Context: an optimization exercise on an open-source flow, tuned for small area. The choices shown serve that exercise and are no tape-out recipe. At most, simulation tests tie the RTL to the original design; equivalence was not proved. Only the layout flow was run in runs 1 to 3; the RTL was not checked for function there. No run shown here takes its clock network from TritonCTS; it comes from the design's own scripts or RTL. The flow treats the clock pin as an ideal source. Dropping or thinning the clock tree relies on that and would not hold on a real chip. Power figures rest on the tool's default switching activity, not on a simulated workload.

## config.mk

```make
export PLATFORM = sky130hd
export DESIGN_NAME = perceptron_uart
export DESIGN_NICKNAME = perceptron_uart
export VERILOG_FILES = /design/flow/design.v
export SDC_FILE = /design/flow/constraint.sdc
export NUM_CORES = 4
export LEC_CHECK = 0
export CAP_MARGIN = 20
export CORE_MARGIN = 2
export CORE_UTILIZATION = 60
export SLEW_MARGIN = 20
```

## constraint.sdc

```tcl
create_clock -name core_clock -period 12.0 [get_ports {clk}]
set_input_delay 2.4000 -clock core_clock [delete_from_list [all_inputs] [get_ports {clk}]]
set_output_delay 2.4000 -clock core_clock [all_outputs]
set_load 0.01 [all_outputs]
```

## design.v

```verilog
module perceptron_uart (
    input  wire rst_n,
    input  wire clk,
    input  wire rx,
    output wire tx
);
    reg [4:0] p;                  
    reg [5:0] j;                  
    wire rev_end = (p == 5'd31);
    always @(posedge clk) begin
        p <= p + 5'd1;
        j <= (j == 6'd0) ? 6'd32 : j - 6'd1;
    end
    wire rxs = rx;                
    reg rxm, txm;                 
    reg txq;                      
    reg [2:0] bc;                 
    wire clr = (bc == 3'd6);
    reg [5:0] q;                  
    reg [3:0] k;                  
    reg [1:0] op;                 
    reg bb;                       
    assign tx = txq;
    wire tick = rev_end && (q == 6'd63);
    wire idle = !rxm && !txm;
    wire start = idle && !rxs;
    reg [31:0] wr;
    reg [32:0] ir;
    wire wt = wr[0];
    wire it = ir[32];
    wire [3:0] a = p[3:0];
    wire valid = !j[5] && (j[4] != p[4]);      
    wire [3:0] tgt = {~bc[0], k[2:0]};
    wire sel_in = op[1] & op[0];
    wire [4:0] cmpv = sel_in ? {~j[4], j[3:0]} : p;
    wire hit = (cmpv == {bc[1], tgt}) && !(sel_in && j[5]);
    wire dwin = !k[3] && !bc[2];              
    wire ins = rxm && dwin && hit;
    wire w_in = !clr && ((ins && !op[0]) ? bb : wt);
    wire i_in = !clr && ((ins &&  op[0]) ? bb : it);
    always @(posedge clk) begin
        wr <= {w_in, wr[31:1]};
        ir <= {ir[31:0], i_in};
    end
    reg [4:0] ca, cb;             
    reg cr;                       
    wire a15 = (a == 4'd15);
    wire b15 = (j[3:0] == 4'd15);
    wire pp = (wt & it) ^ (a15 ^ b15);
    wire cst = (p == 5'd1) && j[5];           
    wire inc = valid ? pp : cst;
    wire [4:0] an = ca + {4'd0, inc & !p[4]};
    wire [4:0] bn = cb + {4'd0, inc &  p[4]};
    wire sbit = an[0] ^ bn[0] ^ cr;
    wire cout = (an[0] & bn[0]) | (cr & (an[0] ^ bn[0]));
    always @(posedge clk) begin
        if (rev_end) begin
            if (j == 6'd17) begin             
                ca <= 5'd0;
                cb <= 5'd0;
            end else begin
                ca <= {1'b0, an[4:1]};
                cb <= {1'b0, bn[4:1]};
            end
            cr <= (j == 6'd29) ? 1'b0 : cout;  
        end else begin
            ca <= an;
            cb <= bn;
        end
    end
    wire [5:0] rn = {2'b00, ~bc[0], k[2:0]};
    wire [5:0] jp3 = j + 6'd3;
    wire rmatch = (jp3[5:4] == 2'b00 && jp3[3:0] == rn[3:0]) ||
                  (jp3[5:2] == 4'b1000 && rn[3:2] == 2'b00 && rn[1:0] != 2'd3 && jp3[1:0] == rn[1:0] + 2'd1);
    wire [2:0] e = k[2:0];
    wire cbit = (e == 3'd0) ? op[1] :
                (e == 3'd2) || (e == 3'd5) || (e == 3'd6);
    wire expb = op[1] ? (k == 4'd3 || k == 4'd4) : (k == 4'd1);
    always @(posedge clk) begin
        if (start) q <= 6'd44;
        else if (rev_end) q <= (q == 6'd63) ? 6'd25 : q + 6'd1;
        if (start) k <= 4'd14;
        else if (tick) begin
            if ((rxm && k == 4'd7) || (txm && k == 4'd9)) k <= 4'd0;
            else k <= k + 4'd1;
        end
        if (rxm && tick && bc == 3'd7) begin
            if (k == 4'd15) op[0] <= rxs;
            else if (k == 4'd0) op[1] <= rxs;
            else if (k <= 4'd6 && rxs != expb) op <= 2'b00;
        end
        if (rxm) begin
            if (tick) bb <= rxs;
        end else if (txm && !k[3]) begin
            if (bc == 3'd7) bb <= cbit;
            else if (!bc[2]) begin
                if (hit) bb <= wt;
            end else if (rev_end && rmatch) bb <= sbit;
        end
    end
    always @(posedge clk or negedge rst_n) begin
        if (!rst_n) begin
            rxm <= 1'b0;
            txm <= 1'b0;
            txq <= 1'b1;
            bc  <= 3'd6;
        end else begin
            if (tick && rxm && clr) bc <= 3'd7;
            if (start) rxm <= 1'b1;
            if (rxm && tick && k == 4'd7) begin
                rxm <= 1'b0;
                if (bc == 3'd7) begin
                    if (op == 2'b01) begin
                        txm <= 1'b1;
                        txq <= 1'b0;
                    end else if (op[1]) begin
                        bc <= 3'd0;
                    end
                end else if (bc == 3'd3) begin
                    txm <= 1'b1;
                    txq <= 1'b0;
                    bc  <= 3'd7;
                end else begin
                    bc <= bc + 3'd1;
                end
            end
            if (txm && tick) begin
                if (!k[3]) txq <= bb;
                else if (k == 4'd8) txq <= 1'b1;
                else if ((bc == 3'd7 && op[1]) || bc == 3'd5) begin
                    txm <= 1'b0;
                    bc  <= 3'd7;
                end else begin
                    txq <= 1'b0;
                    bc  <= bc + 3'd1;
                end
            end
        end
    end
endmodule
```

## flow/run.sh

```bash
#!/bin/bash
# Own layout flow: the standard ORFS flow (standard.sh) with three changes:
#  - an area-oriented ABC script for the combinational logic, and adders left
#    to ABC instead of the half/full-adder map (registers are mapped exactly as
#    in the standard synthesis: the dfflibmap step is untouched);
#  - plain buf_1 cells as the port buffers;
#  - a flat clock distribution (mycts.tcl) in place of clock_tree_synthesis:
#    a few clock buffers, all fed straight from the clk port, each driving one
#    group of registers, so every register sees the same buffer delay.
# Every tool's output stays in the ORFS logs under orfs/logs; make's own output
# goes to standard.log.
set -euo pipefail
W=$(pwd)
rm -rf "$W/scripts_mod"
cp -r "$FLOW_HOME/scripts" "$W/scripts_mod"
cp "$W/flow/abc_area.script" "$W/scripts_mod/abc_area.script"
# swap the clock_tree_synthesis call for the flat distribution
sed -i "s|^log_cmd clock_tree_synthesis {\*}\$cts_args|source $W/flow/mycts.tcl|" "$W/scripts_mod/cts.tcl"
grep -q "mycts.tcl" "$W/scripts_mod/cts.tcl"
bash "$W/standard.sh" SCRIPTS_DIR="$W/scripts_mod" ABC_AREA=1 ADDER_MAP_FILE= \
    "BUFFER_PORTS_ARGS=-buffer_cell sky130_fd_sc_hd__buf_1" \
    "MY_CLK_BUF=$(cat "$W/flow/clkbuf.txt")" finish > "$W/standard.log" 2>&1
```

## flow/abc_area.script

```
&get -n
&st
&dch -f
&nf -p -R 1000 -F 10 -A 10 -C 32
&put
mfs2
strash
&get -n
&st
&dch -f
&nf -p -R 1000 -F 10 -A 10 -C 32
&put
topo
```

## flow/clkbuf.txt

```
sky130_fd_sc_hd__clkbuf_16 4
```

## flow/mycts.tcl

```tcl
# Flat clock distribution, run in ORFS's CTS step instead of clock_tree_synthesis.
# MY_CLK_BUF is "<cell> <count>": count buffers of that cell, each fed from the
# clk port net and driving one group of registers. The groups come from k-means
# on the register positions; each buffer is placed at its group's centroid.
set cfg $::env(MY_CLK_BUF)
set bufcell [lindex $cfg 0]
set nbuf [lindex $cfg 1]
set db [ord::get_db]
set block [ord::get_db_block]
set clknet [$block findNet clk]
set master [$db findMaster $bufcell]
set pts {}
foreach it [$clknet getITerms] {
  set box [[$it getInst] getBBox]
  lappend pts [list [expr {([$box xMin] + [$box xMax]) / 2.0}] [expr {([$box yMin] + [$box yMax]) / 2.0}] $it]
}
set n [llength $pts]
puts "mycts: $n clock sinks, $nbuf x $bufcell"
# seeds: spread along the sorted-by-x list, then Lloyd iterations
set sorted [lsort -real -index 0 $pts]
set cents {}
for {set g 0} {$g < $nbuf} {incr g} {
  set p [lindex $sorted [expr {int(($g + 0.5) * $n / $nbuf)}]]
  lappend cents [list [lindex $p 0] [lindex $p 1]]
}
for {set iter 0} {$iter < 50} {incr iter} {
  set groups {}
  for {set g 0} {$g < $nbuf} {incr g} { lappend groups {} }
  foreach p $pts {
    set best 0
    set bd 1e30
    for {set g 0} {$g < $nbuf} {incr g} {
      set c [lindex $cents $g]
      set d [expr {abs([lindex $p 0] - [lindex $c 0]) + abs([lindex $p 1] - [lindex $c 1])}]
      if {$d < $bd} { set bd $d; set best $g }
    }
    lset groups $best [concat [lindex $groups $best] [list $p]]
  }
  set newc {}
  for {set g 0} {$g < $nbuf} {incr g} {
    set grp [lindex $groups $g]
    if {[llength $grp] == 0} { lappend newc [lindex $cents $g]; continue }
    set sx 0.0
    set sy 0.0
    foreach p $grp { set sx [expr {$sx + [lindex $p 0]}]; set sy [expr {$sy + [lindex $p 1]}] }
    lappend newc [list [expr {$sx / [llength $grp]}] [expr {$sy / [llength $grp]}]]
  }
  set cents $newc
}
for {set g 0} {$g < $nbuf} {incr g} {
  set grp [lindex $groups $g]
  if {[llength $grp] == 0} { continue }
  set c [lindex $cents $g]
  set inst [odb::dbInst_create $block $master "clkbuf_flat_$g"]
  set net [odb::dbNet_create $block "clknet_flat_$g"]
  $net setSigType CLOCK
  foreach p $grp {
    set it [lindex $p 2]
    $it disconnect
    $it connect $net
  }
  [$inst findITerm A] connect $clknet
  [$inst findITerm X] connect $net
  $inst setLocation [expr {int([lindex $c 0])}] [expr {int([lindex $c 1])}]
  $inst setPlacementStatus PLACED
  puts "mycts: clkbuf_flat_$g drives [llength $grp] sinks at $c"
}
set_propagated_clock [all_clocks]
```

## standard.sh

```bash
#!/bin/bash
# synth_recipe.tcl (not shown) runs the flow's synth.tcl, then flattens the netlist and writes it again
# the make line also repeats each setting of config.mk as NAME=value (left out here)
make -C /OpenROAD-flow-scripts/flow DESIGN_CONFIG=/design/flow/config.mk WORK_HOME=/design/flow/orfs CLKGATE_MAP_FILE= SYNTH_SCRIPT=/design/flow/synth_recipe.tcl "${@:-finish}"
```

==> results of run 1 <==
==> stage by stage <==
step	setup WS, ps	utilization [%]	power [mW]
after global routing	8440	66.6	0.524
final	8660	66.6	0.507
after floorplan	8830	-	0.371
after global placement	8540	64.8	0.373
after CTS	8670	66.6	0.509
after detailed placement	8500	64.8	0.373
==> layout make-up <==
type / instances / share of cell area (%)
sequential: 106 / 59.1
timing repair buffer: 4 / 0.505
tap: 72 / 2.43
buffer: 4 / 2.70
multi-input combinational: 217 / 34.6
inverter: 6 / 0.606
==> flip-flops by register name (all words and copies together) (netlist names) <==
| signal | count |
|---|---|
| txm | 1 |
| wr | 32 |
| cr | 1 |
| q | 6 |
| j | 6 |
| rxm | 1 |
| cb | 5 |
| ir | 33 |
| bb | 1 |
| bc | 3 |
| op | 2 |
| p | 5 |
| txq | 1 |
| ca | 5 |
| k | 4 |
==> cells in the mapped netlist, types with 2 or more instances <==
library cell  number
dfxtp_1           96
nand2_1           29
nor2_1            23
a21oi_1           22
o21ai_0           20
nand3_1           17
xnor2_1           15
xor2_1            15
and3_1             8
o22ai_1            8
clkinv_1           6
nor2b_1            6
nor3_1             6
mux2i_1            5
nand4_1            5
a21o_1             4
a31oi_1            4
edfxtp_1           4
nand2b_1           4
dfrtp_1            3
dfstp_2            3
nor4_1             3
a211o_1            2
nand3b_1           2
nand4b_1           2
o31ai_1            2
or3_1              2
==> power groups by stage <==
stage | Sequential (mW) | Combinational, mW | Clock, mW
floorplan | 0.365 | 0.00541 | 0
global placement | 0.366 | 0.00691 | 0
detailed placement | 0.366 | 0.00708 | 0
CTS | 0.358 | 0.00713 | 0.144
global route | 0.358 | 0.00805 | 0.158
finish | 0.358 | 0.00702 | 0.143
==> layer usage <==
metal	global-route usage (%)	share of wire, %
met1	28.6	49
met2	31.8	45
met3	1.46	4.4
met4	3.73	1.7
met5	0	0
==> worst paths after layout <==
path,start,to,slack [ps]
worst max-delay path,rx,q[1],8660
worst min-delay path,wr[19],wr[18],310
worst max register to register,p[0],txq,9210
worst min register to register,wr[19],wr[18],310
max in group asynchronous,rst_n,txq,9610
min in group asynchronous,rst_n,bc[0],2110
==> critical path: cells and delay by family <==
kind	cells	cell delay, ps
buffers and inverters	1	150
and+or+nand+nor	2	810
==> cells by family after synthesis <==
family / after synthesis
compound gates: 73
xor+xnor: 30
buf+inv: 6
flops: 106
mux: 5
simple gates: 109
==> summary.txt, run 1 <==
Pwr
  • Int Pwr: 420 uW
  • Pwr Density: 137 nW/um^2
  • Lkg Pwr: 1.36 nW
  • Clock power frac: 28.1%
  • Max VDD drop: 174 uV
  • Net Switching: 87.7 uW
  • Sw frac: 17.3%
  • Comb pwr share: 1.4%
  • Flop pwr share: 70.5%

Critical path
  • Worst setup EP type: register
  • CP max FO: 8
  • Req. time, crit path: 12,010 ps
  • CP arrival: 3350 ps
  • Crit path kind: in -> reg
  • Critical path startpoint category: primary input
  • CP max stage delay: 680 ps
  • Reg2Reg Depth: 10
  • Crit-path slowest cell: nor3_1
  • Crit-path cells: buf_1 > nor3_1 > nor3b_1

Placement
  • IO Port Bufs: 3
  • DPL Wire Length: 4170 um
  • DP Area: 3610 sq um
  • Routability-driven placement congestion ratio: 0.854
  • Placed Cells: 405

Logic synthesis
  • Syn Inst Count: 329
  • Synth area leader: dfxtp_1
  • Number of synthesized flops with an enable pin: 4
  • Post-Synth Adder-Cell Area: 0%
  • Simple-gate portion of the synthesized area: 15.2%
  • Total of warnings raised by yosys: 1
  • Yosys cell types: 40
  • XOR/XNOR Fraction of Synth Area: 7.50%
  • Synth Cell Area: 3500 sq um
  • Mean Syn Cell Area: 10.7 sq um
  • Seq cells post-synth: 106
  • Synth Net Count: 332
  • Compound-gate portion of the synthesized area: 12.6%
  • Main combinational cell family by area after synthesis: simple AND/OR/NAND/NOR gates
  • Area fraction of the dominant cell type after synthesis: 54.8%
  • Ys async rst share: 5.66%
  • Top FF cell, synth: dfxtp_1
  • Top post-synthesis cells by area: dfxtp_1, xnor2_1, xor2_1
  • Mux cell area share after synthesis: 1.43%
  • Post-synthesis sequential area ratio: 62.7%

Detailed routing
  • DR vias/cell: 5.80
  • Vias: 2,372
  • Remaining DRCs: 0
  • Routed wire length: 6000 um
  • DR WL/cell: 14.7 um
  • Final ANT Viol Nets: 0
  • Drt pass-1 iters: 4
  • DRT iter0 DRCs: 140

Timing
  • Fin Setup TNS: 0 ps
  • Fmax: 299 MHz
  • Least-Margin Pin Slew: 888 ps
  • Final hold violations: 0
  • Fin crit period: 3340 ps
  • Slew Limit Headroom: 40.2%
  • Fin. max-slew vios: 0
  • Clock skew: 36.1 ps
  • Period utilisation layout: 27.9%
  • Final setup vio count: 0
  • Final hold slack: 311 ps
  • Unrepaired setup endpoints after global routing: false

Die
  • Top Ports: 4
  • Initial cell density of the core: 62.9%
  • Rows: 27
  • Die extent in x: 80.4 um
  • Core area: 5570 sq um
  • Die Span Y: 80.4 um
  • Die ar.: 6470 sq um

Global route
  • Largest net degree at the start of global routing: 37
  • Overall Global Routing Usage: 19.4%
  • First-pass GRT wire length: 10,200 um
  • Vias in the first global route: 2,183
  • Antenna violations before repair: 0
  • Total grt overflow: 0

Final layout
  • Fin nets: 342
  • Final std cells w/o fill: 409
  • Share of cells above drive strength 1: 2.37%
  • Commonest non-fill, non-tap cells in the layout: dfxtp_1, nand2_1, nor2_1, a21oi_1, o21ai_0
  • Multi-input gate area: 1290 sq um
  • Area Growth Syn to Fin: 5.96%
  • Commonest non-fill, non-tap cell in the layout: dfxtp_1
  • ANT cells: 0
  • Register area: 2200 sq um
  • # fillers: 443
  • Cell area after layout: 3710 sq um

Hold path
  • Hold Crit Class: reg -> reg
  • Hold Path Cell Cnt: 0

Flow run
  • Max-cap violations: 0

Run status
  • Status: complete, no violations

Clocking
  • Setup Buffers After CTS: 0
  • Number of cells upsized or downsized after cts: 0
  • Worst-Skew Late Latency: 170 ps
  • Hold_buf cts: 0
  • Worst-path clk slew: 90 ps
==> run 2, diff against run 1 <==
==> flow/clkbuf.txt (replaced) <==
sky130_fd_sc_hd__clkbuf_4 10 sky130_fd_sc_hd__clkbuf_8
--- a/flow/mycts.tcl
+++ b/flow/mycts.tcl
@@ -1,9 +1,13 @@
 # Flat clock distribution, run in ORFS's CTS step instead of clock_tree_synthesis.
-# MY_CLK_BUF is "<cell> <count>": count buffers of that cell, each fed from the
-# clk port net and driving one group of registers. The groups come from k-means
-# on the register positions; each buffer is placed at its group's centroid.
+# MY_CLK_BUF is "<cell> <count> [<root cell>]": count leaf buffers of that cell,
+# each driving one group of registers. The groups come from k-means on the
+# register positions (balanced: equal group sizes); each leaf buffer is placed
+# at its group's centroid. The
+# leaves are fed from the clk port net, or, with a root cell, from one root
+# buffer (fed from the port) placed at the leaves' centroid.
 set cfg $::env(MY_CLK_BUF)
 set bufcell [lindex $cfg 0]
 set nbuf [lindex $cfg 1]
+set rootcell [lindex $cfg 2]
 set db [ord::get_db]
 set block [ord::get_db_block]
@@ -24,16 +28,27 @@
   lappend cents [list [lindex $p 0] [lindex $p 1]]
 }
-for {set iter 0} {$iter < 50} {incr iter} {
-  set groups {}
-  for {set g 0} {$g < $nbuf} {incr g} { lappend groups {} }
-  foreach p $pts {
-    set best 0
-    set bd 1e30
+# Lloyd iterations with balanced groups: each group takes at most
+# ceil(n / nbuf) registers, assigned nearest-first.
+set cap [expr {($n + $nbuf - 1) / $nbuf}]
+for {set iter 0} {$iter < 30} {incr iter} {
+  set cand {}
+  for {set i 0} {$i < $n} {incr i} {
+    set p [lindex $pts $i]
     for {set g 0} {$g < $nbuf} {incr g} {
       set c [lindex $cents $g]
-      set d [expr {abs([lindex $p 0] - [lindex $c 0]) + abs([lindex $p 1] - [lindex $c 1])}]
-      if {$d < $bd} { set bd $d; set best $g }
+      lappend cand [list [expr {abs([lindex $p 0] - [lindex $c 0]) + abs([lindex $p 1] - [lindex $c 1])}] $i $g]
     }
-    lset groups $best [concat [lindex $groups $best] [list $p]]
+  }
+  set cand [lsort -real -index 0 $cand]
+  set taken {}
+  set fill {}
+  set groups {}
+  for {set g 0} {$g < $nbuf} {incr g} { lappend fill 0; lappend groups {} }
+  foreach c $cand {
+    lassign $c d i g
+    if {[dict exists $taken $i] || [lindex $fill $g] >= $cap} { continue }
+    dict set taken $i 1
+    lset fill $g [expr {[lindex $fill $g] + 1}]
+    lset groups $g [concat [lindex $groups $g] [list [lindex $pts $i]]]
   }
   set newc {}
@@ -47,4 +62,18 @@
   }
   set cents $newc
+}
+set feed $clknet
+if {$rootcell ne ""} {
+  set rx 0.0
+  set ry 0.0
+  foreach c $cents { set rx [expr {$rx + [lindex $c 0]}]; set ry [expr {$ry + [lindex $c 1]}] }
+  set rinst [odb::dbInst_create $block [$db findMaster $rootcell] "clkbuf_flat_root"]
+  set feed [odb::dbNet_create $block "clknet_flat_root"]
+  $feed setSigType CLOCK
+  [$rinst findITerm A] connect $clknet
+  [$rinst findITerm X] connect $feed
+  $rinst setLocation [expr {int($rx / $nbuf)}] [expr {int($ry / $nbuf)}]
+  $rinst setPlacementStatus PLACED
+  puts "mycts: root clkbuf_flat_root ($rootcell)"
 }
 for {set g 0} {$g < $nbuf} {incr g} {
@@ -60,5 +89,5 @@
     $it connect $net
   }
-  [$inst findITerm A] connect $clknet
+  [$inst findITerm A] connect $feed
   [$inst findITerm X] connect $net
   $inst setLocation [expr {int([lindex $c 0])}] [expr {int([lindex $c 1])}]
==> run 2 against run 1 <==
Utilization decreased by 0.20 points. Critical path depth decreased by 2. Die area unchanged. Sequential share of layout area increased by 0.18 points. Wire length increased by 2.2%. Hold slack improved by 2.4 ps. Clock skew decreased by 19 ps. Flip-flop and latch count unchanged. Sequential power about the same. Global-route usage increased by 0.47 points. Register-to-register slack improved by 60 ps. Setup slack got worse by 120 ps. Highest routed layer unchanged.
==> summary.txt, run 2 <==
Die
  • Rows: 27 (unchanged)
  • Top Ports: 4 (unchanged)
  • Initial cell density of the core: 62.9% (unchanged)
  • Die extent in x: 80.4 um (unchanged)
  • Core area: 5570 sq um (unchanged)
  • Die Span Y: 80.4 um (unchanged)
  • Die ar.: 6470 sq um (unchanged)

Final layout
  • Final Core Density: 66.4% (was 66.6%)
  • Commonest non-fill, non-tap cell in the layout: dfxtp_1 (unchanged)
  • Largest registers: ir (33), wr (32) (unchanged)
  • Largest Register: ir (unchanged)
  • ANT cells: 0 (unchanged)
  • Number of flip-flops in the largest register: 33 (unchanged)
  • Commonest non-fill, non-tap cells in the layout: dfxtp_1, nand2_1, nor2_1, a21oi_1, o21ai_0 (unchanged)
  • Fin nets: 349 (was 342)
  • Share of cells above drive strength 1: 4.36% (was 2.37%)
  • Area Growth Syn to Fin: 5.64% (was 5.96%)

Detailed routing
  • Vias: 2,429 (was 2,372)
  • DRT iter0 DRCs: 153 (was 140)
  • Remaining DRCs: 0 (unchanged)
  • Final ANT Viol Nets: 0 (unchanged)
  • DR WL/cell: 14.8 um (was 14.7 um)
  • Drt pass-1 iters: 4 (unchanged)
  • DR vias/cell: 5.84 (was 5.80)
  • Routed wire length: 6140 um (was 6000 um)

Timing
  • Fin crit period: 3470 ps (was 3340 ps)
  • Final hold violations: 0 (unchanged)
  • Final hold slack: 314 ps (was 311 ps)
  • Unrepaired setup endpoints after global routing: false (unchanged)
  • Fin Setup TNS: 0 ps (unchanged)
  • Period utilisation layout: 28.9% (was 27.9%)
  • Final setup vio count: 0 (unchanged)
  • Fin. max-slew vios: 0 (unchanged)
  • Slew Limit Headroom: 39.3% (was 40.2%)
  • Least-Margin Pin Slew: 901 ps (was 888 ps)
  • Clock skew: 16.9 ps (was 36.1 ps)
  • Fmax: 289 MHz (was 299 MHz)

Critical path
  • CP arrival: 1070 ps (was 3350 ps)
  • CP max FO: 2 (was 8)
  • Worst setup EP type: output port (was register)
  • Req. time, crit path: 9600 ps (was 12,010 ps)
  • Crit-path cells: buf_1 (was buf_1 > nor3_1 > nor3b_1)
  • Crit path kind: reg -> out (was in -> reg)
  • Worst path top cell family by delay: flip-flops (was simple AND/OR/NAND/NOR gates)
  • Critical path startpoint category: register (was primary input)
  • Worst path buffer plus inverter count: 1 (unchanged)
  • CP max stage delay: 540 ps (was 680 ps)
  • Crit-path slowest cell: dfstp_2 (was nor3_1)

Global route
  • Largest net degree at the start of global routing: 25 (was 37)
  • Total grt overflow: 0 (unchanged)
  • M1 GR Usage: 27.5% (was 28.6%)
  • Antenna violations before repair: 0 (unchanged)
  • Grt peak-use layer: met2 (unchanged)
  • Met2 usage: 32.8% (was 31.8%)
  • Met3 usage: 2.92% (was 1.46%)
  • Overall Global Routing Usage: 19.9% (was 19.4%)
  • Vias in the first global route: 2,245 (was 2,183)
  • First-pass GRT wire length: 10,400 um (was 10,200 um)

Pwr
  • Lkg Pwr: 1.36 nW (about the same)
  • Pwr Density: 137 nW/um^2 (about the same)
  • Max VDD drop: 116 uV (was 174 uV)
  • Pwr Total: 506 uW (was 507 uW)

Clocking
  • Worst-Skew Late Latency: 370 ps (was 170 ps)
  • Hold_buf cts: 0 (unchanged)
  • Worst-path clk slew: 110 ps (was 90 ps)
  • Number of cells upsized or downsized after cts: 0 (unchanged)
  • Setup Buffers After CTS: 0 (unchanged)

Logic synthesis
  • Top FF cell, synth: dfxtp_1 (unchanged)
  • Number of synthesized flops with an enable pin: 4 (unchanged)
  • Post-synth top cells: dfxtp_1, nand2_1, nor2_1 (unchanged)
  • Ys async rst share: 5.66% (unchanged)
  • Synth Cell Area: 3500 sq um (unchanged)
  • Most frequent cell after synthesis: dfxtp_1 (unchanged)
  • Syn Inst Count: 329 (unchanged)
  • Area fraction of the dominant cell type after synthesis: 54.8% (unchanged)
  • Yosys cell types: 40 (unchanged)
  • Seq cells post-synth: 106 (unchanged)
  • Mean Syn Cell Area: 10.7 sq um (unchanged)
  • Synth area leader: dfxtp_1 (unchanged)
  • Post-synthesis sequential area ratio: 62.7% (unchanged)
  • Synth Net Count: 332 (unchanged)
  • Total of warnings raised by yosys: 1 (unchanged)
  • Top post-synthesis cells by area: dfxtp_1, xnor2_1, xor2_1 (unchanged)

Placement
  • DPL Wire Length: 4170 um (unchanged)
  • Routability-driven placement congestion ratio: 0.854 (unchanged)
  • IO Port Bufs: 3 (unchanged)

Hold path
  • Hold Crit Class: reg -> reg (unchanged)

Flow run
  • Max-cap violations: 0 (unchanged)

Run status
  • Status: complete, no violations (unchanged)
-- run 2: cell counts after synthesis --
Identical to the previous run, type by type.
-- run 2: area by class of cell --
class | count | area, sq um
sequential | 106 | 2200
fill | 450 | 1870
inverter | 6 | 22.5
tap | 72 | 90.1
timing repair buffer | 4 | 18.8
buffer | 11 | 88.8
multi-input combinational | 217 | 1290
-- run 2: metal layers --
metal,share of wire [%],vias up
met1,48,1160
met5,0,-
met4,1.8,0
met3,4.5,11
li1,-,1202
met2,46,56
-- run 2: worst paths after layout --
check / from / to / slack [ps] / cells after the start
hold / removal: wr[19] / wr[18] / 310 / 0
min in group asynchronous: rst_n / txm / 1870 / 1
setup reg to reg: p[0] / txq / 9270 / 10
hold reg to reg: wr[19] / wr[18] / 310 / 0
max in group asynchronous: rst_n / bc[1] / 9830 / 1
setup / recovery: txq / tx / 8530 / 1
-- run 2: cell families after synthesis --
group / count (synthesis) / synth area share (%)
XOR/XNOR: 30 / 7.50
multiplexers: 5 / 1.43
buffers and inverters: 6 / 0.643
AO/OA/AOI/OAI: 73 / 12.6
flip-flops: 106 / 62.7
AND/OR/NAND/NOR: 109 / 15.2
-- run 2: where the power goes --
| part | switching, mW | total [mW] | leakage (nW) | internal, mW |
|---|---|---|---|---|
| clock | 0.0946 | 0.141 | 0.0532 | 0.0466 |
| combinational | 0.00370 | 0.00705 | 0.435 | 0.00335 |
| sequential | 0.00286 | 0.358 | 0.874 | 0.355 |
-- run 2: through the flow --
stage / setup slack, ps / area, sq um / cells
floorplan: 8830 / 3500 / 329
global placement: 8540 / 3610 / 405
detailed placement: 8500 / 3610 / 405
CTS: 8500 / 3700 / 416
global route: 8480 / 3700 / 416
finish: 8530 / 3700 / 416
==> run 3, diff against run 2 <==
==> flow/clkbuf.txt (replaced) <==
sky130_fd_sc_hd__clkbuf_16 4
==> run 3 against run 2 <==
Still clean on timing, DRC and antenna. Fmax rose by 4.3%. Synthesized cell count stayed put. Hold slack improved by 14 ps. Combinational power about the same. Wire length down 0.42%. Register-to-register slack got worse by 20 ps. Via count down 3.2%. Sequential share of layout area fell by 0.18 points. Cell area is 0.30% higher. First-iteration DRC count decreased by 22%. Sequential power is essentially flat. Critical endpoint is now q[1].
==> summary.txt, run 3 <==
Run status
  • Status: complete, no violations (unchanged)

Pwr
  • Pwr Density: 138 nW/um^2 (was 137 nW/um^2)
  • Lkg Pwr: 1.36 nW (about the same)
  • Flop pwr share: 70.0% (was 70.7%)
  • Net Switching: 91.7 uW (was 101 uW)
  • Pwr Total: 512 uW (was 506 uW)
  • Clock power frac: 28.7% (was 27.9%)
  • Int Pwr: 420 uW (was 405 uW)
  • Max VDD drop: 133 uV (was 116 uV)
  • Sw frac: 17.9% (was 20.0%)
  • Comb pwr share: 1.4% (about the same)

Clocking
  • Number of cells upsized or downsized after cts: 0 (unchanged)
  • Setup Buffers After CTS: 0 (unchanged)
  • Worst-path clk slew: 100 ps (was 110 ps)
  • Hold_buf cts: 0 (unchanged)
  • Worst-Skew Late Latency: 160 ps (was 370 ps)

Global route
  • Antenna violations before repair: 0 (unchanged)
  • Total grt overflow: 0 (unchanged)
  • Overall Global Routing Usage: 19.7% (was 19.9%)
  • Vias in the first global route: 2,220 (was 2,245)
  • Largest net degree at the start of global routing: 28 (was 25)
  • First-pass GRT wire length: 10,300 um (was 10,400 um)

Final layout
  • ANT cells: 0 (unchanged)
  • Area Growth Syn to Fin: 5.96% (was 5.64%)
  • Share of cells above drive strength 1: 2.37% (was 4.36%)
  • Largest Register: ir (unchanged)
  • Number of flip-flops in the largest register: 33 (unchanged)
  • Largest registers: ir (33), wr (32) (unchanged)
  • Commonest non-fill, non-tap cells in the layout: dfxtp_1, nand2_1, nor2_1, a21oi_1, o21ai_0 (unchanged)
  • Commonest non-fill, non-tap cell in the layout: dfxtp_1 (unchanged)
  • Fin nets: 342 (was 349)
  • # fillers: 445 (was 450)

Hold path
  • Hold Crit Class: reg -> reg (unchanged)

Die
  • Rows: 27 (unchanged)
  • Die ar.: 6470 sq um (unchanged)
  • Initial cell density of the core: 62.9% (unchanged)
  • Die extent in x: 80.4 um (unchanged)
  • Die Span Y: 80.4 um (unchanged)
  • Core area: 5570 sq um (unchanged)
  • Top Ports: 4 (unchanged)

Critical path
  • CP max FO: 8 (was 2)
  • CP arrival: 3340 ps (was 1070 ps)
  • Req. time, crit path: 12,020 ps (was 9600 ps)
  • Slack of the worst reg-to-reg path: 9250 ps (was 9270 ps)
  • Worst setup EP type: register (was output port)
  • Critical path startpoint category: primary input (was register)
  • Crit path kind: in -> reg (was reg -> out)

Logic synthesis
  • Synth Net Count: 332 (unchanged)
  • Synth area leader: dfxtp_1 (unchanged)
  • Yosys cell types: 40 (unchanged)
  • Top FF cell, synth: dfxtp_1 (unchanged)
  • Post-synth top cells: dfxtp_1, nand2_1, nor2_1 (unchanged)
  • Synth Cell Area: 3500 sq um (unchanged)
  • Most frequent cell after synthesis: dfxtp_1 (unchanged)
  • Top post-synthesis cells by area: dfxtp_1, xnor2_1, xor2_1 (unchanged)
  • Post-synthesis sequential area ratio: 62.7% (unchanged)
  • Total of warnings raised by yosys: 1 (unchanged)
  • Seq cells post-synth: 106 (unchanged)
  • Mean Syn Cell Area: 10.7 sq um (unchanged)
  • Syn Inst Count: 329 (unchanged)
  • Area fraction of the dominant cell type after synthesis: 54.8% (unchanged)
  • Number of synthesized flops with an enable pin: 4 (unchanged)
  • Ys async rst share: 5.66% (unchanged)

Timing
  • Fin. max-slew vios: 0 (unchanged)
  • Unrepaired setup endpoints after global routing: false (unchanged)
  • Clock skew: 10.7 ps (was 16.9 ps)
  • Fin crit period: 3320 ps (was 3470 ps)
  • Fmax: 301 MHz (was 289 MHz)
  • Period utilisation layout: 27.7% (was 28.9%)
  • Least-Margin Pin Slew: 877 ps (was 901 ps)
  • Fin Setup TNS: 0 ps (unchanged)
  • Slew Limit Headroom: 40.9% (was 39.3%)
  • Final setup vio count: 0 (unchanged)
  • Final hold violations: 0 (unchanged)

Detailed routing
  • Remaining DRCs: 0 (unchanged)
  • DR WL/cell: 14.9 um (was 14.8 um)
  • Drt pass-1 iters: 4 (unchanged)
  • DRT iter0 DRCs: 119 (was 153)
  • Routed wire length: 6110 um (was 6140 um)
  • DR vias/cell: 5.75 (was 5.84)
  • Final ANT Viol Nets: 0 (unchanged)
  • Vias: 2,351 (was 2,429)

Placement
  • DPL Wire Length: 4170 um (unchanged)
  • Routability-driven placement congestion ratio: 0.854 (unchanged)
  • IO Port Bufs: 3 (unchanged)

Flow run
  • Max-cap violations: 0 (unchanged)
-- run 3: cell types whose count changed in the layout (fill, tap and decap cells not counted), sizes merged --
cell,previous run,this run
clkbuf,11,4
-- run 3: critical path, stage by stage --
cell and delay, ps:
buf_1 150, nor3_1 680, nor3b_1 120
-- run 3: layout make-up --
class | count | area (sq um) | area share, %
timing repair buffer | 4 | 18.8 | 0.505
inverter | 6 | 22.5 | 0.606
multi-input combinational | 217 | 1290 | 34.6
tap | 72 | 90.1 | 2.43
buffer | 4 | 100 | 2.70
sequential | 106 | 2200 | 59.1
-- run 3: stage by stage --
stage	setup slack (ps)	instances	hold slack (ps)	utilization [%]	area [sq um]
final	8680	409	328	66.6	3710
after global routing	8470	409	331	66.6	3710
after CTS	8700	409	322	66.6	3710
after detailed placement	8500	405	312	64.8	3610
after global placement	8540	405	311	64.8	3610
after floorplan	8830	329	310	-	3500
-- run 3: cell families (layout without fill, tap and decap cells) --
logic type / after synthesis / count (layout) / synth area share (%)
and+or+nand+nor: 109 / 109 / 15.2
DFF: 106 / 106 / 62.7
AOI/OAI and AO/OA: 73 / 73 / 12.6
xor gates and xnor gates: 30 / 30 / 7.50
buffers and inverters: 6 / 14 / 0.643
muxes: 5 / 5 / 1.43
-- run 3: power groups by stage --
stage               clock network [mW]  logic, mW  registers (mW)
finish                           0.147    0.00704           0.358
global route                     0.162    0.00802           0.358
detailed placement                   0    0.00708           0.366
global placement                     0    0.00691           0.366
floorplan                            0    0.00541           0.365
CTS                              0.150    0.00711           0.358
-- run 3: worst paths after layout --
check	startpoint	endpoint	cells after the start
max in group asynchronous	rst_n	txq	1
max	rx	q[1]	3
max reg2reg	p[0]	txq	10
min	ir[8]	ir[9]	0
min in group asynchronous	rst_n	txm	1
min reg2reg	ir[8]	ir[9]	0
-- run 3: routing by layer --
metal	share of wire, %	up-vias	global-route usage, %
met5	0	-	0
met4	1.5	0	4.24
met1	48	1106	27.8
met2	47	50	33.5
li1	-	1185	-
met3	4.3	10	1.46
==> run 4, diff against run 3 <==
--- a/design.v
+++ b/design.v
@@ -52,15 +52,10 @@
     wire [4:0] an = ca + {4'd0, inc & !p[4]};
     wire [4:0] bn = cb + {4'd0, inc &  p[4]};
-    wire sbit = an[0] ^ bn[0] ^ cr;
-    wire cout = (an[0] & bn[0]) | (cr & (an[0] ^ bn[0]));
+    wire sbit = ca[0] ^ bn[0] ^ cr;           
+    wire cout = (ca[0] & bn[0]) | (cr & (ca[0] ^ bn[0]));
     always @(posedge clk) begin
         if (rev_end) begin
-            if (j == 6'd17) begin             
-                ca <= 5'd0;
-                cb <= 5'd0;
-            end else begin
-                ca <= {1'b0, an[4:1]};
-                cb <= {1'b0, bn[4:1]};
-            end
+            ca <= {1'b0, an[4:1]};
+            cb <= {1'b0, bn[4:1]};
             cr <= (j == 6'd29) ? 1'b0 : cout;  
         end else begin
@@ -69,8 +64,6 @@
         end
     end
-    wire [5:0] rn = {2'b00, ~bc[0], k[2:0]};
-    wire [5:0] jp3 = j + 6'd3;
-    wire rmatch = (jp3[5:4] == 2'b00 && jp3[3:0] == rn[3:0]) ||
-                  (jp3[5:2] == 4'b1000 && rn[3:2] == 2'b00 && rn[1:0] != 2'd3 && jp3[1:0] == rn[1:0] + 2'd1);
+    reg sb;
+    always @(posedge clk) if (rev_end) sb <= sbit;
     wire [2:0] e = k[2:0];
     wire cbit = (e == 3'd0) ? op[1] :
@@ -96,5 +89,5 @@
             else if (!bc[2]) begin
                 if (hit) bb <= wt;
-            end else if (rev_end && rmatch) bb <= sbit;
+            end else if (hit && j == 6'd29) bb <= sb;
         end
     end
==> flow/clkbuf.txt (replaced) <==
sky130_fd_sc_hd__clkbuf_4 10 sky130_fd_sc_hd__clkbuf_8
==> run 4 against run 3 <==
Hold slack lost 2.7 ps. Fmax down 3.7%. Still clean on timing, DRC and antenna. Sequential power about the same.
==> summary.txt, run 4 <==
Placement
  • DPL Wire Length: 3770 um (was 4170 um)
  • IO Port Bufs: 3 (unchanged)
  • Routability-driven placement congestion ratio: 0.896 (was 0.854)
  • Placed Cells: 396 (was 405)
  • DP Area: 3530 sq um (was 3610 sq um)
  • Dpl ws: 8530 ps (was 8500 ps)

Clocking
  • Worst-Skew Late Latency: 370 ps (was 160 ps)
  • Worst-path clk slew: 110 ps (was 100 ps)
  • Setup Buffers After CTS: 0 (unchanged)
  • Number of cells upsized or downsized after cts: 0 (unchanged)
  • Hold_buf cts: 0 (unchanged)

Critical path
  • Crit path kind: reg -> out (was in -> reg)
  • WP depth: 1 (was 3)
  • Worst path top cell family by delay: flip-flops (was simple AND/OR/NAND/NOR gates)
  • Worst path buffer plus inverter count: 1 (unchanged)
  • Worst setup EP type: output port (was register)
  • Critical path startpoint category: register (was primary input)
  • CP max FO: 2 (was 8)
  • Req. time, crit path: 9600 ps (was 12,020 ps)
  • CP max stage delay: 540 ps (was 680 ps)
  • Reg2Reg Depth: 10 (unchanged)
  • CP arrival: 1050 ps (was 3340 ps)
  • Crit-path slowest cell: dfstp_2 (was nor3_1)
  • Crit-path cells: buf_1 (was buf_1 > nor3_1 > nor3b_1)

Timing
  • Fmax: 290 MHz (was 301 MHz)
  • Fin crit period: 3450 ps (was 3320 ps)
  • Clock skew: 15.4 ps (was 10.7 ps)
  • Final WS setup: 8550 ps (was 8680 ps)
  • Final setup vio count: 0 (unchanged)
  • Least-Margin Pin Slew: 621 ps (was 877 ps)
  • Period utilisation layout: 28.8% (was 27.7%)
  • Unrepaired setup endpoints after global routing: false (unchanged)
  • Final hold slack: 325 ps (was 328 ps)
  • Fin Setup TNS: 0 ps (unchanged)
  • Slew Limit Headroom: 58.3% (was 40.9%)
  • Final hold violations: 0 (unchanged)
  • Fin. max-slew vios: 0 (unchanged)

Logic synthesis
  • Most frequent cell after synthesis: dfxtp_1 (unchanged)
  • Ys async rst share: 5.61% (was 5.66%)
  • Synth Cell Area: 3430 sq um (was 3500 sq um)
  • Synth area leader: dfxtp_1 (unchanged)
  • Syn Inst Count: 321 (was 329)
  • Top FF cell, synth: dfxtp_1 (unchanged)
  • Yosys cell types: 37 (was 40)
  • Post-synth top cells: dfxtp_1, nor2_1, nand2_1 (was dfxtp_1, nand2_1, nor2_1)
  • Area fraction of the dominant cell type after synthesis: 56.0% (was 54.8%)
  • Top post-synthesis cells by area: dfxtp_1, edfxtp_1, a21oi_1 (was dfxtp_1, xnor2_1, xor2_1)
  • Number of synthesized flops with an enable pin: 5 (was 4)
  • Total of warnings raised by yosys: 1 (unchanged)
  • Seq cells post-synth: 107 (was 106)
  • Post-synthesis sequential area ratio: 64.9% (was 62.7%)
  • Mean Syn Cell Area: 10.7 sq um (about the same)
  • Synth Net Count: 324 (was 332)

Hold path
  • Hold Crit Class: reg -> reg (unchanged)
  • Hold Path Cell Cnt: 0 (unchanged)

Detailed routing
  • Routed wire length: 5530 um (was 6110 um)
  • Final ANT Viol Nets: 0 (unchanged)
  • Top sig layer: met4 (unchanged)
  • Remaining DRCs: 0 (unchanged)
  • Drt pass-1 iters: 4 (unchanged)
  • Met2 Wirelength: 2370 um (was 2850 um)
  • DR WL/cell: 13.6 um (was 14.9 um)
  • DRT iter0 DRCs: 83 (was 119)
  • DR vias/cell: 5.35 (was 5.75)
  • Vias: 2,179 (was 2,351)
  • DR WL met3: 155 um (was 264 um)
  • Met1 WL: 2950 um (was 2910 um)

Die
  • Die Span Y: 79.6 um (was 80.4 um)
  • Core area: 5510 sq um (was 5570 sq um)
  • Die ar.: 6340 sq um (was 6470 sq um)
  • Top Ports: 4 (unchanged)
  • Die extent in x: 79.6 um (was 80.4 um)
  • Rows: 27 (unchanged)
  • Initial cell density of the core: 62.3% (was 62.9%)

Run status
  • Status: complete, no violations (unchanged)

Final layout
  • Commonest non-fill, non-tap cell in the layout: dfxtp_1 (unchanged)
  • Final Core Density: 65.8% (was 66.6%)
  • Final std cells w/o fill: 407 (was 409)
  • ANT cells: 0 (unchanged)
  • Commonest non-fill, non-tap cells in the layout: dfxtp_1, nor2_1, nand2_1, a21oi_1, o21ai_0 (was dfxtp_1, nand2_1, nor2_1, a21oi_1, o21ai_0)
  • Cell area after layout: 3620 sq um (was 3710 sq um)
  • Fin nets: 340 (was 342)
  • Area Growth Syn to Fin: 5.54% (was 5.96%)
  • Largest registers: ir (33), wr (32) (unchanged)
  • Number of flip-flops in the largest register: 33 (unchanged)
  • Share of cells above drive strength 1: 4.18% (was 2.37%)
  • Largest Register: ir (unchanged)

Global route
  • First-pass GRT wire length: 9700 um (was 10,300 um)
  • Largest net degree at the start of global routing: 21 (was 28)
  • Overall Global Routing Usage: 18.4% (was 19.7%)
  • Vias in the first global route: 2,060 (was 2,220)
  • Antenna violations before repair: 0 (unchanged)
  • Total grt overflow: 0 (unchanged)

Pwr
  • Pwr Density: 141 nW/um^2 (was 138 nW/um^2)
  • Max VDD drop: 119 uV (was 133 uV)
  • Pwr Total: 509 uW (was 512 uW)
  • Lkg Pwr: 1.33 nW (was 1.36 nW)

Flow run
  • Max-cap violations: 0 (unchanged)
[run 4: cell types whose count changed after synthesis, sizes merged, moves of 4 or more]
cell   previous run  this run
a21oi            22        29
o22ai             8         0
nor3              6        10
nand3            17         9
xor2             15         7
nor2             23        31
[run 4: worst register-to-register path, delay by kind of cell (launching register included)]
family                 cells  cell delay (ps)
AO/OA/AOI/OAI              1              240
flip-flops                 1              480
buffers and inverters      1              370
AND/OR/NAND/NOR            8             1760
[run 4: routing by layer]
metal,track usage [%],up-vias
met5,0,-
met4,3.10,0
met3,1.81,8
met2,27.5,24
met1,29.4,1005
li1,-,1142
[run 4: power by group]
| part | internal (mW) | total, mW | switching [mW] |
|---|---|---|---|
| Combinational | 0.00194 | 0.00478 | 0.00285 |
| Clock | 0.0467 | 0.144 | 0.0970 |
| Sequential | 0.359 | 0.360 | 0.00188 |
[run 4: layout make-up]
class / count / area (sq um)
Inverter: 5 / 18.8
Sequential cell: 107 / 2230
Fill cell: 455 / 1890
Timing Repair Buffer: 3 / 11.3
Tap cell: 72 / 90.1
Multi-Input combinational cell: 209 / 1190
Buffer: 11 / 88.8
[run 4: kinds of logic (layout without fill, tap and decap cells)]
family	count (synthesis)	in the layout	synth area share, %
AND/OR/NAND/NOR	116	116	16.3
flip-flops	107	107	64.9
AO/OA/AOI/OAI	65	65	10.9
XOR/XNOR	23	23	5.87
multiplexers	5	5	1.46
buffers and inverters	5	19	0.547
[run 4: path summary, 6_finish.rpt]
check                         end   start  slack (ps)
setup / recovery               tx     txq        8550
hold / removal             wr[28]  wr[29]         330
setup reg to reg            op[0]    p[0]        8880
hold reg to reg            wr[28]  wr[29]         330
max in group asynchronous     txq   rst_n        9810
min in group asynchronous     rxm   rst_n        1890
==> run 5, diff against run 4 <==
--- a/design.v
+++ b/design.v
@@ -86,8 +86,6 @@
             if (tick) bb <= rxs;
         end else if (txm && !k[3]) begin
-            if (bc == 3'd7) bb <= cbit;
-            else if (!bc[2]) begin
-                if (hit) bb <= wt;
-            end else if (hit && j == 6'd29) bb <= sb;
+            if (bc == 3'd7 || (bc == 3'd4 && op[1])) bb <= cbit;
+            else if (hit && (!bc[2] || j == 6'd29)) bb <= bc[2] ? sb : wt;
         end
     end
@@ -103,23 +101,14 @@
             if (rxm && tick && k == 4'd7) begin
                 rxm <= 1'b0;
-                if (bc == 3'd7) begin
-                    if (op == 2'b01) begin
-                        txm <= 1'b1;
-                        txq <= 1'b0;
-                    end else if (op[1]) begin
-                        bc <= 3'd0;
-                    end
-                end else if (bc == 3'd3) begin
+                if (bc == 3'd3 || (bc == 3'd7 && op == 2'b01)) begin
                     txm <= 1'b1;
                     txq <= 1'b0;
-                    bc  <= 3'd7;
-                end else begin
-                    bc <= bc + 3'd1;
                 end
+                if (bc != 3'd7 || op[1]) bc <= bc + 3'd1;
             end
             if (txm && tick) begin
                 if (!k[3]) txq <= bb;
                 else if (k == 4'd8) txq <= 1'b1;
-                else if ((bc == 3'd7 && op[1]) || bc == 3'd5) begin
+                else if ((bc == 3'd4 && op[1]) || bc == 3'd5) begin
                     txm <= 1'b0;
                     bc  <= 3'd7;
==> run 5 against run 4 <==
Global-route usage is 0.67 points lower. Highest routed layer unchanged. Critical endpoint unchanged. Setup slack got worse by 21 ps. Critical path type unchanged. Still clean on timing, DRC and antenna. Utilization fell by 0.90 points.
==> summary.txt, run 5 <==
Run status
  • Status: complete, no violations (unchanged)

Final layout
  • Share of cells above drive strength 1: 4.36% (was 4.18%)
  • Fin nets: 326 (was 340)
  • Largest registers: ir (33), wr (32) (unchanged)
  • Largest Register: ir (unchanged)
  • Number of flip-flops in the largest register: 33 (unchanged)
  • Final std cells w/o fill: 393 (was 407)
  • ANT cells: 0 (unchanged)
  • Commonest non-fill, non-tap cell in the layout: dfxtp_1 (unchanged)
  • Cell area after layout: 3550 sq um (was 3620 sq um)
  • Commonest non-fill, non-tap cells in the layout: dfxtp_1, nor2_1, a21oi_1, nand2_1, o21ai_0 (was dfxtp_1, nor2_1, nand2_1, a21oi_1, o21ai_0)
  • Area Growth Syn to Fin: 5.66% (was 5.54%)

Global route
  • First-pass GRT wire length: 9070 um (was 9700 um)
  • Overall Global Routing Usage: 17.8% (was 18.4%)
  • Vias in the first global route: 1,973 (was 2,060)
  • Antenna violations before repair: 0 (unchanged)
  • Largest net degree at the start of global routing: 18 (was 21)
  • Total grt overflow: 0 (unchanged)

Timing
  • Unrepaired setup endpoints after global routing: false (unchanged)
  • Fmax: 288 MHz (was 290 MHz)
  • Final WS setup: 8530 ps (was 8550 ps)
  • Clock skew: 18.8 ps (was 15.4 ps)
  • Final setup vio count: 0 (unchanged)
  • Final hold violations: 0 (unchanged)
  • Slew Limit Headroom: 45.0% (was 58.3%)
  • Fin crit period: 3470 ps (was 3450 ps)
  • Least-Margin Pin Slew: 818 ps (was 621 ps)
  • Fin. max-slew vios: 0 (unchanged)
  • Period utilisation layout: 28.9% (was 28.8%)
  • Fin Setup TNS: 0 ps (unchanged)

Clocking
  • Hold_buf cts: 0 (unchanged)
  • Number of cells upsized or downsized after cts: 0 (unchanged)
  • Setup Buffers After CTS: 0 (unchanged)
  • Worst-path clk slew: 120 ps (was 110 ps)
  • Worst-Skew Late Latency: 380 ps (was 370 ps)

Pwr
  • Comb pwr share: 2.4% (was 0.9%)
  • Lkg Pwr: 1.32 nW (was 1.33 nW)
  • Sw frac: 20.7% (was 20.0%)
  • Int Pwr: 416 uW (was 407 uW)
  • Flop pwr share: 70.3% (was 70.8%)
  • Clock power frac: 27.3% (was 28.2%)
  • Max VDD drop: 104 uV (was 119 uV)
  • Pwr Density: 148 nW/um^2 (was 141 nW/um^2)
  • Net Switching: 109 uW (was 102 uW)

Placement
  • DPL Wire Length: 3560 um (was 3770 um)
  • DP Area: 3460 sq um (was 3530 sq um)
  • Dpl ws: 8560 ps (was 8530 ps)
  • Routability-driven placement congestion ratio: 0.816 (was 0.896)
  • Placed Cells: 382 (was 396)
  • IO Port Bufs: 3 (unchanged)

Critical path
  • Crit-path slowest cell: dfstp_2 (unchanged)
  • Critical path startpoint category: register (unchanged)
  • CP max stage delay: 550 ps (was 540 ps)
  • Req. time, crit path: 9600 ps (about the same)
  • Slack of the worst reg-to-reg path: 8960 ps (was 8880 ps)
  • Worst path top cell family by delay: flip-flops (unchanged)
  • Crit-path cells: buf_1 (unchanged)
  • Worst path buffer plus inverter count: 1 (unchanged)
  • Crit path kind: reg -> out (unchanged)
  • Worst setup EP type: output port (unchanged)
  • CP arrival: 1070 ps (was 1050 ps)
  • CP max FO: 2 (unchanged)

Flow run
  • Max-cap violations: 0 (unchanged)

Logic synthesis
  • Yosys cell types: 37 (unchanged)
  • Mean Syn Cell Area: 10.9 sq um (was 10.7 sq um)
  • Synth area leader: dfxtp_1 (unchanged)
  • Top FF cell, synth: dfxtp_1 (unchanged)
  • Syn Inst Count: 307 (was 321)
  • Post-synthesis sequential area ratio: 66.3% (was 64.9%)
  • Total of warnings raised by yosys: 1 (unchanged)
  • Most frequent cell after synthesis: dfxtp_1 (unchanged)
  • Seq cells post-synth: 107 (unchanged)
  • Post-synth top cells: dfxtp_1, nor2_1, a21oi_1 (was dfxtp_1, nor2_1, nand2_1)
  • Ys async rst share: 5.61% (unchanged)
  • Area fraction of the dominant cell type after synthesis: 57.2% (was 56.0%)
  • Synth Cell Area: 3360 sq um (was 3430 sq um)
  • Top post-synthesis cells by area: dfxtp_1, edfxtp_1, nor2_1 (was dfxtp_1, edfxtp_1, a21oi_1)
  • Number of synthesized flops with an enable pin: 5 (unchanged)
  • Synth Net Count: 310 (was 324)

Die
  • Die extent in x: 78.8 um (was 79.6 um)
  • Rows: 27 (unchanged)
  • Die Span Y: 78.8 um (was 79.6 um)
  • Initial cell density of the core: 61.4% (was 62.3%)
  • Die ar.: 6210 sq um (was 6340 sq um)
  • Top Ports: 4 (unchanged)
  • Core area: 5470 sq um (was 5510 sq um)

Detailed routing
  • Remaining DRCs: 0 (unchanged)
  • DR WL met3: 196 um (was 155 um)
  • Routed wire length: 5330 um (was 5530 um)
  • Final ANT Viol Nets: 0 (unchanged)
  • Met1 WL: 2730 um (was 2950 um)
  • DR vias/cell: 5.27 (was 5.35)
  • Vias: 2,070 (was 2,179)
  • Top sig layer: met4 (unchanged)
  • DRT iter0 DRCs: 92 (was 83)
  • DR WL/cell: 13.6 um (about the same)
  • Drt pass-1 iters: 4 (unchanged)
  • Met2 Wirelength: 2330 um (was 2370 um)

Hold path
  • Hold Crit Class: reg -> reg (unchanged)
run 5: power groups by stage:
stage	clock (mW)	sequential, mW	combinational, mW
floorplan	0	0.375	0.00996
global placement	0	0.376	0.0121
detailed placement	0	0.376	0.0124
CTS	0.151	0.369	0.0124
global route	0.165	0.370	0.0145
finish	0.143	0.369	0.0125
run 5: stage by stage:
stage                     hold WS, ps  power [mW]  utilization, %
final                             316       0.524            64.9
after global routing              327       0.550            64.9
after CTS                         318       0.532            64.9
after detailed placement          312       0.389            63.2
after global placement            310       0.388            63.2
after floorplan                   310       0.385               -
run 5: cell type report:
type,count,area (sq um)
sequential,107,2230
fill,453,1920
multi-input combinational,194,1110
tap,72,90.1
buffer,11,88.8
inverter,6,22.5
timing repair buffer,3,11.3
run 5: cell families after synthesis:
| group | synth area share (%) |
|---|---|
| AO/OA/AOI/OAI | 9.76 |
| XOR/XNOR | 6.52 |
| buffers and inverters | 0.670 |
| flip-flops | 66.3 |
| multiplexers | 1.86 |
| AND/OR/NAND/NOR | 14.9 |
run 5: worst paths after layout:
path,startpoint,to,depth (start not counted)
worst max register to register,p[0],bc[1],10
worst max-delay path,txq,tx,1
max in group asynchronous,rst_n,bc[2],1
min in group asynchronous,rst_n,rxm,1
worst min register to register,wr[15],wr[14],0
worst min-delay path,wr[15],wr[14],0
run 5: layer usage:
metal / track usage, % / vias to the layer above
met2: 28.4 / 27
met1: 26.3 / 940
met5: 0 / -
met4: 3.97 / 0
met3: 2.16 / 8
li1: - / 1095
==> run 6, diff against run 5 <==
--- a/flow/abc_area.script
+++ b/flow/abc_area.script
@@ -1,2 +1,9 @@
+&get -n
+&st
+&dch -f
+&nf -p -R 1000 -F 10 -A 10 -C 32
+&put
+mfs2
+strash
 &get -n
 &st
--- a/config.mk
+++ b/config.mk
@@ -8,4 +8,4 @@
 export CAP_MARGIN = 20
 export CORE_MARGIN = 2
-export CORE_UTILIZATION = 60
+export CORE_UTILIZATION = 75
 export SLEW_MARGIN = 20
==> run 6 against run 5 <==
Still clean. Synthesized cell count is 0.65% lower. Utilization is 16 points higher. Cell area is 1.4% lower. Clock skew is 1.0 ps lower. Clock power hardly changed. Wire length is 8.9% higher. Fmax is 1.0% higher.
==> summary.txt, run 6 <==
Global route
  • M1 GR Usage: 31.9% (was 26.3%)
  • Met3 usage: 2.99% (was 2.16%)
  • Met2 usage: 41.1% (was 28.4%)
  • First-pass GRT wire length: 9760 um (was 9070 um)
  • Overall Global Routing Usage: 23.8% (was 17.8%)
  • Grt peak-use layer: met2 (unchanged)
  • Antenna violations before repair: 0 (unchanged)
  • Vias in the first global route: 2,114 (was 1,973)
  • Total grt overflow: 0 (unchanged)
  • Largest net degree at the start of global routing: 19 (was 18)

Timing
  • Fin Setup TNS: 0 ps (unchanged)
  • Final WS setup: 8560 ps (was 8530 ps)
  • Fin. max-slew vios: 0 (unchanged)
  • Fin crit period: 3440 ps (was 3470 ps)
  • Period utilisation layout: 28.6% (was 28.9%)
  • Final hold violations: 0 (unchanged)
  • Fmax: 291 MHz (was 288 MHz)
  • Unrepaired setup endpoints after global routing: false (unchanged)
  • Least-Margin Pin Slew: 594 ps (was 818 ps)
  • Slew Limit Headroom: 60.1% (was 45.0%)
  • Final setup vio count: 0 (unchanged)
  • Final hold slack: 335 ps (was 316 ps)
  • Clock skew: 17.8 ps (was 18.8 ps)

Flow run
  • Max-cap violations: 0 (unchanged)

Clocking
  • Setup Buffers After CTS: 0 (unchanged)
  • Worst-path clk slew: 100 ps (was 120 ps)
  • Worst-Skew Late Latency: 370 ps (was 380 ps)
  • Number of cells upsized or downsized after cts: 0 (unchanged)
  • Hold_buf cts: 0 (unchanged)

Die
  • Die Span Y: 70.7 um (was 78.8 um)
  • Core area: 4320 sq um (was 5470 sq um)
  • Rows: 24 (was 27)
  • Top Ports: 4 (unchanged)
  • Die extent in x: 70.7 um (was 78.8 um)
  • Initial cell density of the core: 77.1% (was 61.4%)
  • Die ar.: 5000 sq um (was 6210 sq um)

Placement
  • Routability-driven placement congestion ratio: 0.874 (was 0.816)
  • IO Port Bufs: 3 (unchanged)
  • Dpl ws: 8700 ps (was 8560 ps)
  • DP Area: 3410 sq um (was 3460 sq um)
  • DPL Wire Length: 3940 um (was 3560 um)

Hold path
  • Hold path startpoint: wr[9] (was wr[15])
  • Hold Crit Class: reg -> reg (unchanged)

Logic synthesis
  • Top FF cell, synth: dfxtp_1 (unchanged)
  • Top post-synthesis cells by area: dfxtp_1, edfxtp_1, xnor2_1 (was dfxtp_1, edfxtp_1, nor2_1)
  • Synth Cell Area: 3340 sq um (was 3360 sq um)
  • Synth area leader: dfxtp_1 (unchanged)
  • Mux cell area share after synthesis: 1.50% (was 1.86%)
  • Seq cells post-synth: 107 (unchanged)
  • Post-synth top cells: dfxtp_1, nor2_1, nand2_1 (was dfxtp_1, nor2_1, a21oi_1)
  • Synth Net Count: 308 (was 310)
  • Syn Inst Count: 305 (was 307)
  • Number of synthesized flops with an enable pin: 5 (unchanged)
  • Most frequent cell after synthesis: dfxtp_1 (unchanged)
  • Area fraction of the dominant cell type after synthesis: 57.6% (was 57.2%)
  • Post-synthesis sequential area ratio: 66.7% (was 66.3%)
  • Simple-gate portion of the synthesized area: 14.5% (was 14.9%)
  • Mean Syn Cell Area: 10.9 sq um (about the same)
  • Post-Synth Adder-Cell Area: 0% (unchanged)
  • Yosys cell types: 36 (was 37)
  • Compound-gate portion of the synthesized area: 10.6% (was 9.76%)
  • Total of warnings raised by yosys: 1 (unchanged)
  • Main combinational cell family by area after synthesis: simple AND/OR/NAND/NOR gates (unchanged)
  • Ys async rst share: 5.61% (unchanged)
  • XOR/XNOR Fraction of Synth Area: 6.04% (was 6.52%)

Final layout
  • # fillers: 275 (was 453)
  • Commonest non-fill, non-tap cells in the layout: dfxtp_1, nor2_1, nand2_1, a21oi_1, o21ai_0 (was dfxtp_1, nor2_1, a21oi_1, nand2_1, o21ai_0)
  • Register area: 2230 sq um (unchanged)
  • Largest Register: ir (unchanged)
  • Cell area after layout: 3500 sq um (was 3550 sq um)
  • Share of cells above drive strength 1: 4.39% (was 4.36%)
  • Multi-input gate area: 1090 sq um (was 1110 sq um)
  • Largest registers: ir (33), wr (32) (unchanged)
  • Fin nets: 324 (was 326)
  • Number of flip-flops in the largest register: 33 (unchanged)
  • Commonest non-fill, non-tap cell in the layout: dfxtp_1 (unchanged)
  • ANT cells: 0 (unchanged)
  • Area Growth Syn to Fin: 4.95% (was 5.66%)

Detailed routing
  • Remaining DRCs: 0 (unchanged)
  • DRT iter0 DRCs: 163 (was 92)
  • Drt pass-1 iters: 4 (unchanged)
  • Vias: 2,195 (was 2,070)
  • Routed wire length: 5800 um (was 5330 um)
  • DR WL/cell: 15.6 um (was 13.6 um)
  • Final ANT Viol Nets: 0 (unchanged)
  • DR vias/cell: 5.92 (was 5.27)

Critical path
  • CP max stage delay: 540 ps (was 550 ps)
  • Req. time, crit path: 9600 ps (about the same)
  • Worst path buffer plus inverter count: 1 (unchanged)
  • Critical path startpoint category: register (unchanged)
  • Worst setup EP type: output port (unchanged)
  • FF-to-FF Start: p[0] (unchanged)
  • Crit path kind: reg -> out (unchanged)
  • CP arrival: 1040 ps (was 1070 ps)
  • Crit-path slowest cell: dfstp_2 (unchanged)
  • Critical path origin: txq (unchanged)
  • Crit-path cells: buf_1 (unchanged)
  • Worst path top cell family by delay: flip-flops (unchanged)
  • CP max FO: 2 (unchanged)

Pwr
  • Sw frac: 19.7% (was 20.7%)
  • Lkg Pwr: 1.32 nW (about the same)
  • Net Switching: 99.6 uW (was 109 uW)
  • Pwr Density: 145 nW/um^2 (was 148 nW/um^2)
  • Pwr Total: 506 uW (was 524 uW)
  • Int Pwr: 407 uW (was 416 uW)
  • Comb pwr share: 0.8% (was 2.4%)
  • Max VDD drop: 111 uV (was 104 uV)
  • Clock power frac: 28.2% (was 27.3%)
  • Flop pwr share: 71.0% (was 70.3%)

Run status
  • Status: complete, no violations (unchanged)
==> run 6: cell types whose count changed after synthesis, sizes merged, moves of 3 or more <==
cell	change
and2	+3
nand2	+5
nand3	+4
nand4	-5
nor2	-8
xor2	-3
==> run 6: final timing paths <==
kind	depth (start not counted)	slack, ps	end
max reg2reg	11	8720	bc[1]
max	1	8560	tx
min in group asynchronous	1	1910	txm
min	0	340	wr[8]
min reg2reg	0	340	wr[8]
max in group asynchronous	1	9770	txq
==> run 6: per-layer routing <==
layer  up-vias  wire length [um]  part of all wire (%)
met2        53              2830                    49
met3        12               270                   4.7
li1       1088                 -                     -
met4         0               110                   1.9
met1      1042              2590                    45
met5         -                 0                     0
==> run 6: kinds of logic after synthesis <==
logic type                count (synthesis)
DFF                                     107
and+or+nand+nor                         102
AOI/OAI and AO/OA                        62
xor gates and xnor gates                 23
buffers and inverters                     6
muxes                                     5
==> run 6: cell type report <==
type	instances	share of cell area, %
Buffer	11	2.54
Tap cell	52	1.86
Sequential cell	107	63.6
Inverter	6	0.643
Timing Repair Buffer	3	0.322
Multi-Input combinational cell	192	31.1
==> run 6: worst register-to-register path: stages (launching register included) <==
cell      delay (ps)
dfxtp_1          460
nand3_1          170
nor2b_1          270
nand2_1          220
clkinv_1         330
and3_1           310
and2_0           420
nand2_1          180
o21ai_0          360
o311a_1          300
xnor2_1          140
nand2_1           70
==> run 6: stage by stage <==
stage / cells / util (%)
after global routing: 371 / 81.0
final: 371 / 81.0
after floorplan: 305 / -
after global placement: 360 / 78.9
after detailed placement: 360 / 78.9
after CTS: 371 / 81.0
==> run 6: power groups by stage <==
stage                     Clock [mW]  Sequential, mW  Combinational [mW]
after CTS                      0.148           0.360             0.00382
after detailed placement           0           0.368             0.00381
after floorplan                    0           0.367             0.00260
after global placement             0           0.368             0.00375
after global routing           0.159           0.360             0.00449
final                          0.143           0.360             0.00387

port drivers added, routing unchanged:
The results above use ideal ports. As a check the final layouts listed here were re-extracted and re-timed, cells and wires unchanged. Step 1 (the two cells are an assumption about what drives the block):
set clk [get_ports {clk}]
set_driving_cell -lib_cell sky130_fd_sc_hd__clkbuf_16 $clk
set_driving_cell -lib_cell sky130_fd_sc_hd__buf_2 [delete_from_list [all_inputs] $clk]
Step 2 adds t to the input delays and takes it off the output delays; t is the mean of the earliest and latest rising clock arrival at the registers after step 1. Input paths then give back, and output paths get back, about the clock's delay inside the block. Three values: no drivers, after step 1, after step 2; two values: the first two.
run	shift t [ns]	setup WS [ns]	hold WS [ns]	worst setup path after step 2	slew at the worst register clock pin (ns)
run 1	0.230	8.657 / 8.703 / 8.482	0.311 / 0.311 / 0.311	input to register	0.12 / 0.12
run 2	0.390	8.534 / 8.505 / 8.507	0.314 / 0.314 / 0.314	input to register	0.11 / 0.11
run 3	0.230	8.677 / 8.674 / 8.501	0.328 / 0.328 / 0.328	input to register	0.10 / 0.10
run 4	0.384	8.549 / 8.524 / 8.524	0.325 / 0.325 / 0.325	input to register	0.11 / 0.11
run 5	0.393	8.528 / 8.501 / 8.561	0.316 / 0.316 / 0.316	input to register	0.12 / 0.12
run 6	0.386	8.563 / 8.537 / 8.700	0.335 / 0.335 / 0.335	input to register	0.12 / 0.12
After both steps setup and hold are still met in every run listed. The setup slack of run 3, which loses most, moves by -0.003 ns with the drivers and by -0.176 ns with both steps.
